Source: an optimization exercise on an open RTL-to-GDS flow (aim: small area and a short achievable clock period). Production flows keep margins and buffers that such runs may drop.
In this exercise RTL edits were held to simulation tests only and were not proved equivalent to the original.
Power figures rest on the tool's default switching activity, not on a simulated workload.

## Convolution
module Convolution(
    input clk,
    input rst_n,
    input in_valid,
    input weight_valid,
    input [7:0] In_IFM_1,
    input [7:0] In_IFM_2,
    input [7:0] In_IFM_3,
    input [7:0] In_IFM_4,
    input [7:0] In_IFM_5,
    input [7:0] In_IFM_6,
    input [7:0] In_IFM_7,
    input [7:0] In_IFM_8,
    input [7:0] In_IFM_9,
    input [7:0] In_Weight_1,
    input [7:0] In_Weight_2,
    input [7:0] In_Weight_3,
    input [7:0] In_Weight_4,
    input [7:0] In_Weight_5,
    input [7:0] In_Weight_6,
    input [7:0] In_Weight_7,
    input [7:0] In_Weight_8,
    input [7:0] In_Weight_9,
    output reg out_valid,
    output reg [20:0] Out_OFM
);
Size: ~1900 cells after synthesis, about 170 I/O pins.
clock: 5.5 ns
lec_check: 0
cap_margin: 20
core_margin: 2
core_utilization: 55
place_density: 0.65
setup_slack_margin: 3.25
slew_margin: 20
synth_hierarchical: 1
synth_minimum_keep_size: 0
standard.sh (not shown) runs the stock make flow with config.mk's settings and CLKGATE_MAP_FILE= SYNTH_SCRIPT=/design/flow/synth_recipe.tcl, a recipe that flattens the netlist after the stock synthesis.
==> flow/flow/run.sh <==
#!/bin/bash
# Standard ORFS layout, with plain buf_1 cells as the port buffers (the resizer
# may upsize them) instead of the delay-buffer cells buffer_ports picks itself,
# and clock tree synthesis without dummy loads, on clkbuf_8 cells in
# smaller sink clusters.
set -euo pipefail
bash standard.sh finish \
  "BUFFER_PORTS_ARGS=-buffer_cell sky130_fd_sc_hd__buf_1" \
  "CTS_ARGS=-sink_clustering_enable -repair_clock_nets -sink_clustering_size 16 -sink_clustering_max_diameter 50 -dont_use_dummy_load -buf_list sky130_fd_sc_hd__clkbuf_8" \
  > orfs_flow.log 2>&1
The starting point finished clean.
Next try:
==> flow/flow/run.sh (replaced) <==
#!/bin/bash
# Standard ORFS layout, with plain buf_1 cells as the port buffers (the resizer
# may upsize them) instead of the delay-buffer cells buffer_ports picks itself,
# and clock tree synthesis without dummy loads.
set -euo pipefail
bash standard.sh finish \
  "BUFFER_PORTS_ARGS=-buffer_cell sky130_fd_sc_hd__buf_1" \
  "CTS_ARGS=-sink_clustering_enable -repair_clock_nets -sink_clustering_size 22 -sink_clustering_max_diameter 60 -dont_use_dummy_load" \
  > orfs_flow.log 2>&1
CORE_UTILIZATION = 70   (was 55)
PLACE_DENSITY = 0.8   (was 0.65)
The new run finished clean.
Routed wire length hardly moves.
Area after synthesis does not change.
Setup slack is worse by 0.016 ns.
Synthesized cell count does not change.
Sequential cell count is unchanged.
Combinational power went up by about 2%.
Next try:
==> flow/flow/run.sh (replaced) <==
#!/bin/bash
# Standard ORFS layout, with plain buf_1 cells as the port buffers (the resizer
# may upsize them) instead of the delay-buffer cells buffer_ports picks itself.
set -euo pipefail
bash standard.sh finish "BUFFER_PORTS_ARGS=-buffer_cell sky130_fd_sc_hd__buf_1" > orfs_flow.log 2>&1
CORE_UTILIZATION = 40   (was 70)
PLACE_DENSITY = default   (was 0.8)
SETUP_SLACK_MARGIN = 3.45   (was 3.25)
Result: The changed run produced a clean layout; clock skew fell by 0.022 ns; first-iteration DRC count fell by 35%; final cell count rose by 19%; routed wire length rose by 10%; flip-flop and latch count is unchanged; via count fell by 0.84%; power rose by 14%; synthesized area stays the same; fmax rose by 3.7%.
Next try:
==> flow/flow/run.sh (replaced) <==
#!/bin/bash
# Standard ORFS layout, with plain buf_1 cells as the port buffers (the resizer
# may upsize them) instead of the delay-buffer cells buffer_ports picks itself,
# and clock tree synthesis without dummy loads.
set -euo pipefail
bash standard.sh finish \
  "BUFFER_PORTS_ARGS=-buffer_cell sky130_fd_sc_hd__buf_1" \
  "CTS_ARGS=-sink_clustering_enable -repair_clock_nets -sink_clustering_size 22 -sink_clustering_max_diameter 60 -dont_use_dummy_load" \
  > orfs_flow.log 2>&1
CORE_UTILIZATION = 60   (was 40)
CTS_CLUSTER_DIAMETER = 60   (was default)
CTS_CLUSTER_SIZE = 22   (was default)
PLACE_DENSITY = 0.7   (was default)
SETUP_SLACK_MARGIN = 3.25   (was 3.45)
Final cell count is lower by 13%.
Setup slack degrades by 0.0081 ns.
Non-clock buffer count decreases by 42.


Convolution again, from the RTL that the note above started with.
Design Convolution, start of the top module:
module Convolution(
    input clk,
    input rst_n,
    input in_valid,
    input weight_valid,
    input [7:0] In_IFM_1,
    input [7:0] In_IFM_2,
    input [7:0] In_IFM_3,
    input [7:0] In_IFM_4,
    input [7:0] In_IFM_5,
    input [7:0] In_IFM_6,
    input [7:0] In_IFM_7,
    input [7:0] In_IFM_8,
    input [7:0] In_IFM_9,
    input [7:0] In_Weight_1,
    input [7:0] In_Weight_2,
    input [7:0] In_Weight_3,
    input [7:0] In_Weight_4,
    input [7:0] In_Weight_5,
    input [7:0] In_Weight_6,
    input [7:0] In_Weight_7,
    input [7:0] In_Weight_8,
    input [7:0] In_Weight_9,
    output reg out_valid,
    output reg [20:0] Out_OFM
);
reg [7:0] xn1, wn1;
reg [7:0] xn2, wn2;
reg [7:0] xn3, wn3;
reg [7:0] xn4, wn4;
reg [7:0] xn5, wn5;
reg [7:0] xn6, wn6;
reg [7:0] xn7, wn7;
reg [7:0] xn8, wn8;
reg [7:0] xn9, wn9;
always @(posedge clk) begin
    xn1 <= In_IFM_1;
    xn2 <= In_IFM_2;
    xn3 <= In_IFM_3;
    xn4 <= In_IFM_4;
    xn5 <= In_IFM_5;
    xn6 <= In_IFM_6;
    xn7 <= In_IFM_7;
    xn8 <= In_IFM_8;
    xn9 <= In_IFM_9;
    if (weight_valid) begin
  ...
clock: 5.5 ns
lec_check: 0
cap_margin: 20
core_margin: 2
core_utilization: 60
cts_cluster_diameter: 60
cts_cluster_size: 22
place_density: 0.7
setup_slack_margin: 3.25
slew_margin: 20
synth_hierarchical: 1
synth_minimum_keep_size: 0
==> flow/flow/run.sh <==
#!/bin/bash
# Standard ORFS layout, with plain buf_1 cells as the port buffers (the resizer
# may upsize them) instead of the delay-buffer cells buffer_ports picks itself.
set -euo pipefail
bash standard.sh finish "BUFFER_PORTS_ARGS=-buffer_cell sky130_fd_sc_hd__buf_1" > orfs_flow.log 2>&1
Next try:
==> flow/flow/run.sh (replaced) <==
#!/bin/bash
# Standard ORFS layout, with plain buf_1 cells as the port buffers (the resizer
# may upsize them) instead of the delay-buffer cells buffer_ports picks itself,
# and clock tree synthesis without dummy loads.
set -euo pipefail
bash standard.sh finish \
  "BUFFER_PORTS_ARGS=-buffer_cell sky130_fd_sc_hd__buf_1" \
  "CTS_ARGS=-sink_clustering_enable -repair_clock_nets -sink_clustering_size 22 -sink_clustering_max_diameter 60 -dont_use_dummy_load" \
  > orfs_flow.log 2>&1
Settings changed: CTS_CLUSTER_DIAMETER 60 to unset, CTS_CLUSTER_SIZE 22 to unset, SETUP_SLACK_MARGIN 3.25 to 3.15.
- The new run finished clean
- worst setup slack hardly moves
- critical path depth does not change
- count of clock-buffer cells in the layout came out lower by 3
- non-clock buffer count stays the same
- power came out lower by a few percent
- clock skew came out higher by 12 ps
- utilization came out lower by 0.77 points
- wire length is about the same
- die area stays the same
- design area came out lower slightly
Next try:
--- a/flow/flow/run.sh
+++ b/flow/flow/run.sh
@@ -4 +4,2 @@
-# and clock tree synthesis without dummy loads.
+# and clock tree synthesis without dummy loads, on clkbuf_8 cells in
+# smaller sink clusters.
@@ -8 +9 @@
-  "CTS_ARGS=-sink_clustering_enable -repair_clock_nets -sink_clustering_size 22 -sink_clustering_max_diameter 60 -dont_use_dummy_load" \
+  "CTS_ARGS=-sink_clustering_enable -repair_clock_nets -sink_clustering_size 12 -sink_clustering_max_diameter 40 -dont_use_dummy_load -buf_list sky130_fd_sc_hd__clkbuf_8" \
Settings changed: SETUP_SLACK_MARGIN 3.15 to 3.25.
=> The new run produced a clean layout. Synthesized cell count does not change. Clock skew came out higher by 28 ps. Cell area stays flat. Die area does not change. Combinational power stays flat.
Next try:
--- a/flow/flow/run.sh
+++ b/flow/flow/run.sh
@@ -9 +9 @@
-  "CTS_ARGS=-sink_clustering_enable -repair_clock_nets -sink_clustering_size 12 -sink_clustering_max_diameter 40 -dont_use_dummy_load -buf_list sky130_fd_sc_hd__clkbuf_8" \
+  "CTS_ARGS=-sink_clustering_enable -repair_clock_nets -sink_clustering_size 16 -sink_clustering_max_diameter 50 -dont_use_dummy_load -buf_list sky130_fd_sc_hd__clkbuf_8" \
Settings changed: SETUP_SLACK_MARGIN 3.25 to 3.35.
Result: Total power is lower by a few percent; count of clock-buffer cells in the layout drops by 29; synthesized area stays the same; hold slack loses 19 ps; clock skew goes down by 12 ps; register-to-register slack improved by 50 ps.
Next try:
--- a/flow/flow/run.sh
+++ b/flow/flow/run.sh
@@ -4,2 +4 @@
-# and clock tree synthesis without dummy loads, on clkbuf_8 cells in
-# smaller sink clusters.
+# and clock tree synthesis without dummy loads.
Settings changed: SETUP_SLACK_MARGIN 3.35 to 3.25.
Outcome:
- total power barely changes
- final area came out lower by 0.42%
- register-to-register slack got worse by 40 ps
Next try:
==> flow/flow/run.sh (replaced) <==
#!/bin/bash
# Standard ORFS layout, with plain buf_1 cells as the port buffers (the resizer
# may upsize them) instead of the delay-buffer cells buffer_ports picks itself.
set -euo pipefail
bash standard.sh finish "BUFFER_PORTS_ARGS=-buffer_cell sky130_fd_sc_hd__buf_1" > orfs_flow.log 2>&1
Settings changed: CORE_UTILIZATION 60 to 40, CTS_CLUSTER_DIAMETER set to 60, CTS_CLUSTER_SIZE set to 22, PLACE_DENSITY 0.7 to unset.
=> The new run ran to the end with no violations. Routed wire length goes up by 12%. Count of clock-buffer cells in the layout goes up by 5. Worst hold slack gets better by 38 ps. Combinational power grows by 3.9%. Via count shrinks by 0.35%. Clock skew drops by 23 ps. Setup slack gains 18 ps.

static timing again, ports no longer ideal:
In the flow no input, the clock included, has a driving cell. The finished layouts below were timed again as built, in two steps. Step 1 (the two cells are an assumption about what drives the block):
set clk [get_ports {clk}]
set_driving_cell -lib_cell sky130_fd_sc_hd__clkbuf_16 $clk
set_driving_cell -lib_cell sky130_fd_sc_hd__buf_2 [delete_from_list [all_inputs] $clk]
Step 2 also shifts input and output timing later by t, the mid clock arrival at the registers, as if the neighbouring blocks saw the same clock. Slacks: ideal ports / drivers / drivers and shift; pairs: ideal ports / drivers.
run | shift t [ns] | setup WS [ns] | cell pins on the clock port's net
the first run of note 1 | 0.725 | 3.272 / 3.218 / 2.991 | 1
the second run of note 1 | 0.618 | 3.256 / 3.256 / 3.067 | 1
the third run of note 1 | 0.651 | 3.337 / 3.281 / 2.932 | 1
the fourth run of note 1 | 0.636 | 3.329 / 3.292 / 2.997 | 1
the first run of note 2 | 0.639 | 3.330 / 3.299 / 3.004 | 1
the second run of note 2 | 0.636 | 3.329 / 3.292 / 2.997 | 1
the third run of note 2 | 0.687 | 3.291 / 3.236 / 3.001 | 1
the fourth run of note 2 | 0.717 | 3.281 / 3.227 / 3.012 | 1
the fifth run of note 2 | 0.718 | 3.280 / 3.226 / 2.993 | 1
the sixth run of note 2 | 0.668 | 3.298 / 3.237 / 2.968 | 1
After both steps every run listed still meets setup and hold. For the third run of note 1, which loses most, drivers alone change the setup slack by -0.056 ns; drivers and shift together by -0.405 ns.
